This is an optimization exercise on Yosys and OpenROAD, whose aim is small area, a short achievable clock period and few clock cycles per item, not a production implementation. In this exercise RTL edits were held to simulation tests only and were not proved equivalent to the original.

==> flow/design.v, too long to show whole: its modules and the start of the top module <==
// module lms_core: 4313 lines
// module lms_gp: 11 lines
// module lms_g: 8 lines
// module lms_fa: 10 lines
module lms_core #(
    parameter WIDTH = 16,
    parameter FRAC  = 8
)(
    input wire clk,
    input wire rst,
    input wire start,
    input wire signed [WIDTH-1:0] x_in,
    input wire signed [WIDTH-1:0] d_in,
    output wire signed [WIDTH-1:0] y_out,
    output wire signed [WIDTH-1:0] e_out,
    output reg done
);
  // ...
==> flow/run.sh <==
#!/bin/bash
# synth_recipe.tcl (not shown) runs the flow's synth.tcl, then flattens the netlist and writes it again
# the make line also repeats each setting of config.mk as NAME=value (left out here)
make -C /OpenROAD-flow-scripts/flow DESIGN_CONFIG=/design/flow/config.mk WORK_HOME=/design/flow/orfs CLKGATE_MAP_FILE= SYNTH_SCRIPT=/design/flow/synth_recipe.tcl finish
==> flow/config.mk <==
export PLATFORM = sky130hd
export DESIGN_NAME = lms_core
export DESIGN_NICKNAME = lms_core
export VERILOG_FILES = /design/flow/design.v
export SDC_FILE = /design/flow/constraint.sdc
export NUM_CORES = 4
export LEC_CHECK = 0
export CAP_MARGIN = 20
export CORE_MARGIN = 2
export CORE_UTILIZATION = 55
export CTS_BUF_LIST = sky130_fd_sc_hd__clkbuf_4 sky130_fd_sc_hd__clkbuf_8
export SETUP_SLACK_MARGIN = 2.75
export SLEW_MARGIN = 20
export SYNTH_HIERARCHICAL = 1
export SYNTH_MINIMUM_KEEP_SIZE = 0
==> flow/constraint.sdc <==
create_clock -name core_clock -period 8.0 [get_ports {clk}]
set_input_delay 1.6000 -clock core_clock [delete_from_list [all_inputs] [get_ports {clk}]]
set_output_delay 1.6000 -clock core_clock [all_outputs]
set_load 0.01 [all_outputs]
==> notes.md, run 1 <==
Top reg by flops=acc_a; Synth Area in XOR/XNOR=0.1458; pins over their slew limit=0; final hold viol count=0; post-route setup slack=2.514 ns; Seq area share=0.1437; Yosys top cell area share=0.2137; NonClk Buf Share=0.04875; clk cell area share=0.03052; CTS Buf Count=80; cell count after synthesis=5382; fin nets=6436; status=timing/DRC/antenna clean; Post-Synth Simple-Gate Area=0.1041; Total Neg Setup Slack=0 ns; worst hold path type=flop to flop; Ant. Diodes=1; largest family of logic cells by synthesized area=adder cells; CORE AREA=96420 µm²; clock latency on the worst-skew pair=0.76 ns; endpoints failing setup=0; synthesis-stage register bit count=415; crit path max fanout=3
Testbench counts, summed over its fixed seeds: cycles 6,144, items 2,048.
==> inputs of run 2 (changes only) <==
--- a/flow/config.mk
+++ b/flow/config.mk
@@ -9,5 +9,4 @@
 export CORE_MARGIN = 2
-export CORE_UTILIZATION = 55
-export CTS_BUF_LIST = sky130_fd_sc_hd__clkbuf_4 sky130_fd_sc_hd__clkbuf_8
-export SETUP_SLACK_MARGIN = 2.75
+export CORE_UTILIZATION = 40
+export SETUP_SLACK_MARGIN = 3.0
 export SLEW_MARGIN = 20
==> run 2 against run 1 <==
Hold slack gained 0.011 ns. Global-route usage decreased by 9.5 points. Final cell count rose by 7.4%. Critical endpoint is now acc_b[18]$_DFF_P_.
==> notes.md, run 2 <==
pins over their slew limit=0 (unchanged); RePlAce Congestion=0.9644 (was 0.9361); GR Overflow Total=0 (unchanged); Top reg by flops=acc_a (unchanged); layout cells sized above 1=0.1636 (was 0.1449); YS warnings=7 (unchanged); CTS root buffer=clkbuf_16 (was clkbuf_8); Synth area leader=fa_1 (unchanged); critical path arrival=5.96 ns (was 6.10 ns); Max Clock Skew=0.05371 ns (was 0.04662 ns); cell area after synthesis=53300 µm² (unchanged); Final ANT Viol Nets=0 (unchanged); # clock sinks=415 (unchanged); HP Start=ph2$_SDFF_PP0_ (unchanged); count leader, synth=xnor2_1 (unchanged); R2R depth=15 (unchanged); multi-input logic area=44530 µm² (was 43850 µm²); CTS tree=yes (unchanged); adder-cell share of the synthesized area=0.3226 (unchanged); flop2flop setup slack=2.56 ns (was 2.51 ns); CTS max path bufs=3 (unchanged); worst rel slew slack=0.2623 (was 0.2885); row count=133 (was 114); clock slew at reported path FFs=0.06 ns (was 0.07 ns); max incr delay on CP=0.58 ns (was 0.55 ns); I/O Buffers=67 (unchanged); # IOs=68 (unchanged); Yosys top cell area share=0.2137 (unchanged); TritonRoute pass-1 iters=5 (unchanged); mux contribution to synthesized area=0.1266 (unchanged); synthesis-stage register bit count=415 (unchanged); clock latency on the worst-skew pair=0.69 ns (was 0.76 ns); hold depth=1 (unchanged); Min-Delay Endpoint=done$_SDFF_PP0_ (unchanged); number of flip-flops under the largest register name=25 (unchanged); fin nets=6480 (was 6436); antenna violations before repair=2 (unchanged); Synth Area in XOR/XNOR=0.1458 (unchanged); Commonest cells post-synth=xnor2_1, mux2i_1, fa_1, a21o_1, ha_1 (unchanged); worst hold path type=flop to flop (unchanged); worst path buffer plus inverter count=1 (unchanged); HPWL Detailed=141000 µm (was 139500 µm); crit path time final=5.443 ns (was 5.486 ns); final hold viol count=0 (unchanged); cell count after synthesis=5382 (unchanged); largest net degree at the start of global routing=142 (was 166); drt wl/cell=26.04 µm (was 27.16 µm); status=timing/DRC/antenna clean (unchanged); asr flop ratio synth=0 (unchanged); Register Area=8561 µm² (was 8544 µm²); Ant. Diodes=0 (was 1); GRT Overall Usage=0.2696 (was 0.3642); Crit-path slowest cell=fa_1 (was fa_2); Worst Tran Pin Value=1.079 ns (was 1.067 ns); CP Launch Point=ng2_2$_DFF_P_ (was ng4_0$_DFF_P_); die footprint=136200 µm² (was 99420 µm²); post-synth cell types=51 (unchanged); Initial Utilization=0.4044 (was 0.5528); fillcell total=12370 (was 8267); H-tree level count=2 (was 3); Top cell by count, worst path=fa_2; leading registers by flop count=acc_a x25, acc_b x24 (unchanged); CP Capture Type=flop (unchanged); final instance area=61470 µm² (was 59440 µm²); f_max=0.1837 GHz (was 0.1823 GHz); WP data required=8.52 ns (was 8.61 ns); Total Neg Setup Slack=0 ns (unchanged); critical path depth=15 (unchanged); first-pass GRT wire length=271700 µm (was 264200 µm); largest family of logic cells by synthesized area=adder cells (unchanged); Post-synth top flop=dfxtp_1 (unchanged); endpoints failing setup=0 (unchanged); number of synthesized flops with an enable pin=0 (unchanged); CTS Buf Count=51 (was 80); commonest non-fill, non-tap cell in the layout=xnor2_1 (unchanged); RSZ-0062 raised after global routing=true (unchanged); sequential share of the synthesized area=0.1559 (unchanged); Chip Height=369.0 µm (was 315.3 µm); crit path max fanout=2 (was 3); delay-heaviest family, CP=adder cells (unchanged); max cap viols=0 (unchanged); startpoint types=flop (unchanged); top cells by area, synth=fa_1, dfxtp_1, mux2i_1, xnor2_1, ha_1 (unchanged); compound-gate portion of the synthesized area=0.1021 (unchanged); DRC Markers=0 (unchanged); critical path type=flop to flop (unchanged); mean post-synth cell area=9.904 µm² (unchanged); DR vias/cell=5.548 (was 5.896); Final period util=0.6804 (was 0.6858); Routed WL=187600 µm (was 182200 µm); vias=39980 (was 39550); Post-Synth Simple-Gate Area=0.1041 (unchanged); DP Area=55210 µm² (was 54460 µm²); DR iter-0 viols=3306 (was 3262); die width=369.0 µm (was 315.3 µm); area delta synth->final=15.33% (was 11.52%); CORE AREA=131800 µm² (was 96420 µm²); vias in the first global route=40690 (was 39680); RR Endpoint=acc_b[18]$_DFF_P_ (was acc_b[20]$_DFF_P_); commonest non-fill, non-tap cells in the layout=xnor2_1, mux2i_1, a21o_1 (unchanged); worst path cell trace=fa_1 -> fa_2 -> fa_1 -> fa_2 -> buf_6 -> and2_4 -> a21o_1 -> a21o_1 -> a21o_1 -> a21o_1 -> nand2_2 -> fa_1 -> fa_2 -> fa_2 -> fa_2 (was buf_6 -> fa_1 -> fa_2 -> fa_1 -> fa_1 -> and2_1 -> a21o_1 -> a21o_1 -> a21o_1 -> a21o_1 -> nand2_1 -> fa_2 -> fa_1 -> fa_2 -> fa_2); RR Startpoint=ng2_2$_DFF_P_ (was ng4_0$_DFF_P_)
-- run 2: changes by cell type in the layout (fill, tap and decap cells not counted), moves of 25 or more --
cell,before,now
fa_1,496,470
ha_4,24,49
clkbuf_4,31,1
clkbuf_16,1,56
buf_4,168,206
ha_1,432,402
fa_2,73,99
clkbuf_8,100,8
-- run 2: cells by family (layout without fill, tap and decap cells) --
group,Yosys count,in the layout
xor+xnor,887,887
mux,674,674
fa+ha+maj,1033,1033
simple gates,1053,1054
other cells,2,4
flops,415,415
compound gates,749,750
buf+inv,569,635
-- run 2: final cells by class --
cell class / count / area share
sequential: 415 / 0.1393
clock inverter: 23 / 0.003420
inverter: 181 / 0.01138
timing repair buffer: 359 / 0.06243
timing repair inverter: 2 / 0.0004071
multi-input combinational: 4402 / 0.7243
clock buffer: 70 / 0.02306
tap: 1755 / 0.03572
-- run 2: layer usage --
layer | GRT usage | share of wire | vias up
li1 | - | - | 17910
met2 | 0.4151 | 0.43 | 1685
met3 | 0.05658 | 0.084 | 474
met4 | 0.1274 | 0.055 | 0
met1 | 0.3602 | 0.43 | 19920
met5 | 0 | 0 | -
-- run 2: what timing repair did --
| item | CTS | global route |
|---|---|---|
| hold buffers | 0 | 0 |
| pin swaps | 97 | 102 |
| gates cloned | 7 | 6 |
| endpoints found under the setup margin | 184 | 93 |
| setup buffers | 142 | 70 |
| gates resized for setup | 415 | 162 |
-- run 2: worst max path at each step --
stage | endpoint
after CTS | acc_b[18]$_DFF_P_
final | acc_b[18]$_DFF_P_
after floorplan | v0[15]$_SDFF_PP0_
after global routing | acc_b[16]$_DFF_P_
after detailed placement | u0[15]$_SDFF_PP0_
after global placement | u1[15]$_SDFF_PP0_
-- run 2: per-stage QoR --
stage / cells / utilization / hold WS (ns) / setup WS, ns
floorplan: 5384 / - / 0.4138 / 2.958
global placement: 6889 / 0.4189 / 0.4179 / 1.602
detailed placement: 6889 / 0.4189 / 0.4273 / 1.518
CTS: 7131 / 0.4537 / 0.4477 / 2.578
global route: 7207 / 0.4664 / 0.4702 / 2.486
finish: 7207 / 0.4664 / 0.4436 / 2.557
-- run 2: modules after synthesis (local to each module, per instance) --
module	cells	flip-flops and latches	cell area, µm²
lms_core	4016	415	36410
lms_fa	1	0	20.02
lms_gp	2	0	13.76
lms_g	1	0	7.507
==> inputs of run 3 (changes only) <==
--- a/flow/config.mk
+++ b/flow/config.mk
@@ -10,3 +10,3 @@
 export CORE_UTILIZATION = 40
-export SETUP_SLACK_MARGIN = 3.0
+export SETUP_SLACK_MARGIN = 4.0
 export SLEW_MARGIN = 20
==> run 3 against run 2 <==
Still clean. Design area increased by 3.8%. Die area is the same. First-iteration DRC count grew 23%. Clock-buffer cell count down 4. Via count is 2.0% higher. Register-to-register slack improved by 0.09 ns. Sequential cell count stayed put. Sequential share of layout area shrank 0.45 points. Hold slack got worse by 0.0067 ns. Core utilization rose by 1.8 points. Area after synthesis is the same. Critical path type unchanged. Largest cell class unchanged.
==> notes.md, run 3 <==
Yosys top cell area share=0.2137 (unchanged); clock slew at reported path FFs=0.06 ns (about the same); critical path arrival=5.89 ns (was 5.96 ns); f_max=0.1868 GHz (was 0.1837 GHz); commonest non-fill, non-tap cell in the layout=xnor2_1 (unchanged); mean post-synth cell area=9.904 µm² (unchanged); crit path max fanout=9 (was 2); die footprint=136200 µm² (unchanged); startpoint types=flop (unchanged); DRC Markers=0 (unchanged); clock latency on the worst-skew pair=0.68 ns (was 0.69 ns); synthesis-stage register bit count=415 (unchanged); count leader, synth=xnor2_1 (unchanged); DP Worst Slack=1.648 ns (was 1.518 ns); max cap viols=0 (unchanged); Top reg by flops=acc_a (unchanged); row count=133 (unchanged); Initial Utilization=0.4044 (unchanged); Commonest cells post-synth=xnor2_1, mux2i_1, fa_1, a21o_1, ha_1 (unchanged); final hold viol count=0 (unchanged); Worst Tran Pin Value=0.9776 ns (was 1.079 ns); H-tree level count=2 (unchanged); CTS tree=yes (unchanged); number of synthesized flops with an enable pin=0 (unchanged); Hold-fix buffers, CTS=0 (unchanged); pins over their slew limit=0 (unchanged); CTS root buffer=clkbuf_16 (unchanged); GR Overflow Total=0 (unchanged); Final ANT Viol Nets=0 (unchanged); die width=369.0 µm (unchanged); Synth area leader=fa_1 (unchanged); critical path type=flop to flop (unchanged); crit path time final=5.354 ns (was 5.443 ns); layout cells sized above 1=0.2149 (was 0.1636); Inst Count DP=6868 (was 6889); RSZ-0062 raised after global routing=true (unchanged); vias in the first global route=40890 (was 40690); number of flip-flops under the largest register name=25 (unchanged); CP Capture Type=flop (unchanged); Min-Delay Endpoint=done$_SDFF_PP0_ (unchanged); HP Start=ph2$_SDFF_PP0_ (unchanged); WP data required=8.54 ns (was 8.52 ns); DP Area=55490 µm² (was 55210 µm²); hold depth=1 (unchanged); post-route setup slack=2.646 ns (was 2.557 ns); area delta synth->final=19.73% (was 15.33%); drt wl/cell=26.27 µm (was 26.04 µm); cell count after synthesis=5382 (unchanged); largest net degree at the start of global routing=121 (was 142); antenna violations before repair=0 (was 2); I/O Buffers=67 (unchanged); leading registers by flop count=acc_a x25, acc_b x24 (unchanged); RR Endpoint=acc_b[19]$_DFF_P_ (was acc_b[18]$_DFF_P_); status=timing/DRC/antenna clean (unchanged); CORE AREA=131800 µm² (unchanged); YS warnings=7 (unchanged); HPWL Detailed=141400 µm (was 141000 µm); RR Startpoint=v0[1]$_SDFF_PP0_ (was ng2_2$_DFF_P_); post-synth cell types=51 (unchanged); endpoints failing setup=0 (unchanged); Post-synth top flop=dfxtp_1 (unchanged); worst rel slew slack=0.3443 (was 0.2623); DR vias/cell=5.596 (was 5.548); TritonRoute pass-1 iters=6 (was 5); # clock sinks=415 (unchanged); sequential share of the synthesized area=0.1559 (unchanged); Total Neg Setup Slack=0 ns (unchanged); top cells by area, synth=fa_1, dfxtp_1, mux2i_1, xnor2_1, ha_1 (unchanged); asr flop ratio synth=0 (unchanged); Chip Height=369.0 µm (unchanged); Max Clock Skew=0.05189 ns (was 0.05371 ns); RePlAce Congestion=0.9648 (was 0.9644); Final period util=0.6692 (was 0.6804); DR iter-0 viols=4073 (was 3306); flop2flop setup slack=2.65 ns (was 2.56 ns); CTS Buf Count=50 (was 51); cell area after synthesis=53300 µm² (unchanged); commonest non-fill, non-tap cells in the layout=xnor2_1, mux2i_1, a21o_1 (unchanged); GRT Overall Usage=0.2745 (was 0.2696); R2R depth=14 (was 15); Final Util=0.4842 (was 0.4664); Non-Filler Instances=7285 (was 7207); final instance area=63820 µm² (was 61470 µm²); first-pass GRT wire length=276100 µm (was 271700 µm); fin nets=6558 (was 6480); worst hold path type=flop to flop (unchanged); Routed WL=191400 µm (was 187600 µm); # IOs=68 (unchanged); CTS max path bufs=3 (unchanged); vias=40770 (was 39980); fillcell total=12010 (was 12370)
-- run 3: cell counts after synthesis --
No cell type changed its count.
-- run 3: cell type report --
class,instances,area [µm²],share of cell area
multi-input combinational,4408,45900,0.7192
sequential,415,8598,0.1347
timing repair buffer,431,4623,0.07245
tap,1755,2196,0.03441
clock buffer,66,1391,0.02180
inverter,181,699.4,0.01096
clock inverter,23,374.1,0.005862
timing repair inverter,3,31.28,0.0004902
antenna,3,7.507,0.0001176
-- run 3: kinds of logic after synthesis --
logic type / count (synthesis) / synth area share
other: 2 / 0.0001409
muxes: 674 / 0.1266
xor gates and xnor gates: 887 / 0.1458
adders and majority gates: 1033 / 0.3226
and+or+nand+nor: 1053 / 0.1041
DFF: 415 / 0.1559
buffers and inverters: 569 / 0.04284
AOI/OAI and AO/OA: 749 / 0.1021
-- run 3: worst max path at each step --
stage	startpoint	end	slack [ns]	cells past startpoint
finish	v0[1]$_SDFF_PP0_	acc_b[19]$_DFF_P_	2.65	14
global route	ng1_2$_DFF_P_	acc_b[17]$_DFF_P_	2.54	17
CTS	ng3_0$_DFF_P_	acc_b[19]$_DFF_P_	2.63	15
detailed placement	acc_b[1]$_DFF_P_	u0[15]$_SDFF_PP0_	1.65	21
global placement	acc_b[1]$_DFF_P_	u0[15]$_SDFF_PP0_	1.73	21
floorplan	eq3_1$_DFF_P_	acc_b[19]$_DFF_P_	3.12	17
-- run 3: Yosys stat by module (local to each module, per instance) --
| module | times used | cells | area, µm² |
|---|---|---|---|
| lms_g | 216 | 1 | 7.507 |
| lms_fa | 560 | 1 | 20.02 |
| lms_core | 1 | 4016 | 36410 |
| lms_gp | 295 | 2 | 13.76 |
-- run 3: through the flow --
step	hold slack [ns]
floorplan	0.4138
global placement	0.4170
detailed placement	0.4262
CTS	0.4399
global route	0.4496
finish	0.4369
-- run 3: routing by layer --
layer	GRT usage	wire length, µm	vias to the layer above
met4	0.1219	11190	2
met5	0	46	-
met1	0.3704	80230	20180
met3	0.06456	19250	530
li1	-	-	18050
met2	0.4163	80670	2004
-- run 3: critical path: stages, from the launching register on --
cell and delay [ns]:
dfxtp_1 0.86, mux2i_1 0.22, xnor2_1 0.20, fa_1 0.57, fa_2 0.49, or2_4 0.24, a21o_1 0.18, a21o_1 0.19
a21o_1 0.23, a21o_1 0.20, nand2_1 0.08, fa_1 0.43, fa_2 0.36, fa_2 0.54, fa_2 0.42
-- run 3: what timing repair did --
| action | 4_1_cts | 5_1_grt |
|---|---|---|
| setup endpoints to repair | 221 | 210 |
| gates cloned | 16 | 5 |
| pin swaps | 162 | 160 |
| setup buffers | 201 | 103 |
| resized for setup | 661 | 218 |

re-timing with driven ports:
In the flow no input, the clock included, has a driving cell. The finished layouts below were timed again as built, in two steps. Step 1 sets driving cells, clkbuf_16 on the clock port and buf_2 on the other inputs (assumed; they add their load-dependent delay and slew). Step 2, shift: input delay + t, output delay - t, t = (earliest + latest rising clock arrival at the registers) / 2. This alone moves slack from input paths to output paths. Three values: no drivers, after step 1, after step 2; two values: the first two.
run | shift t [ns] | slack for setup (ns) | pins driven straight from the clock port
run 1 | 0.803 | 2.514 / 2.514 / 2.514 | 1
run 2 | 0.742 | 2.557 / 2.557 / 2.557 | 1
run 3 | 0.731 | 2.646 / 2.646 / 2.646 | 1
After both steps every run listed still meets setup and hold.
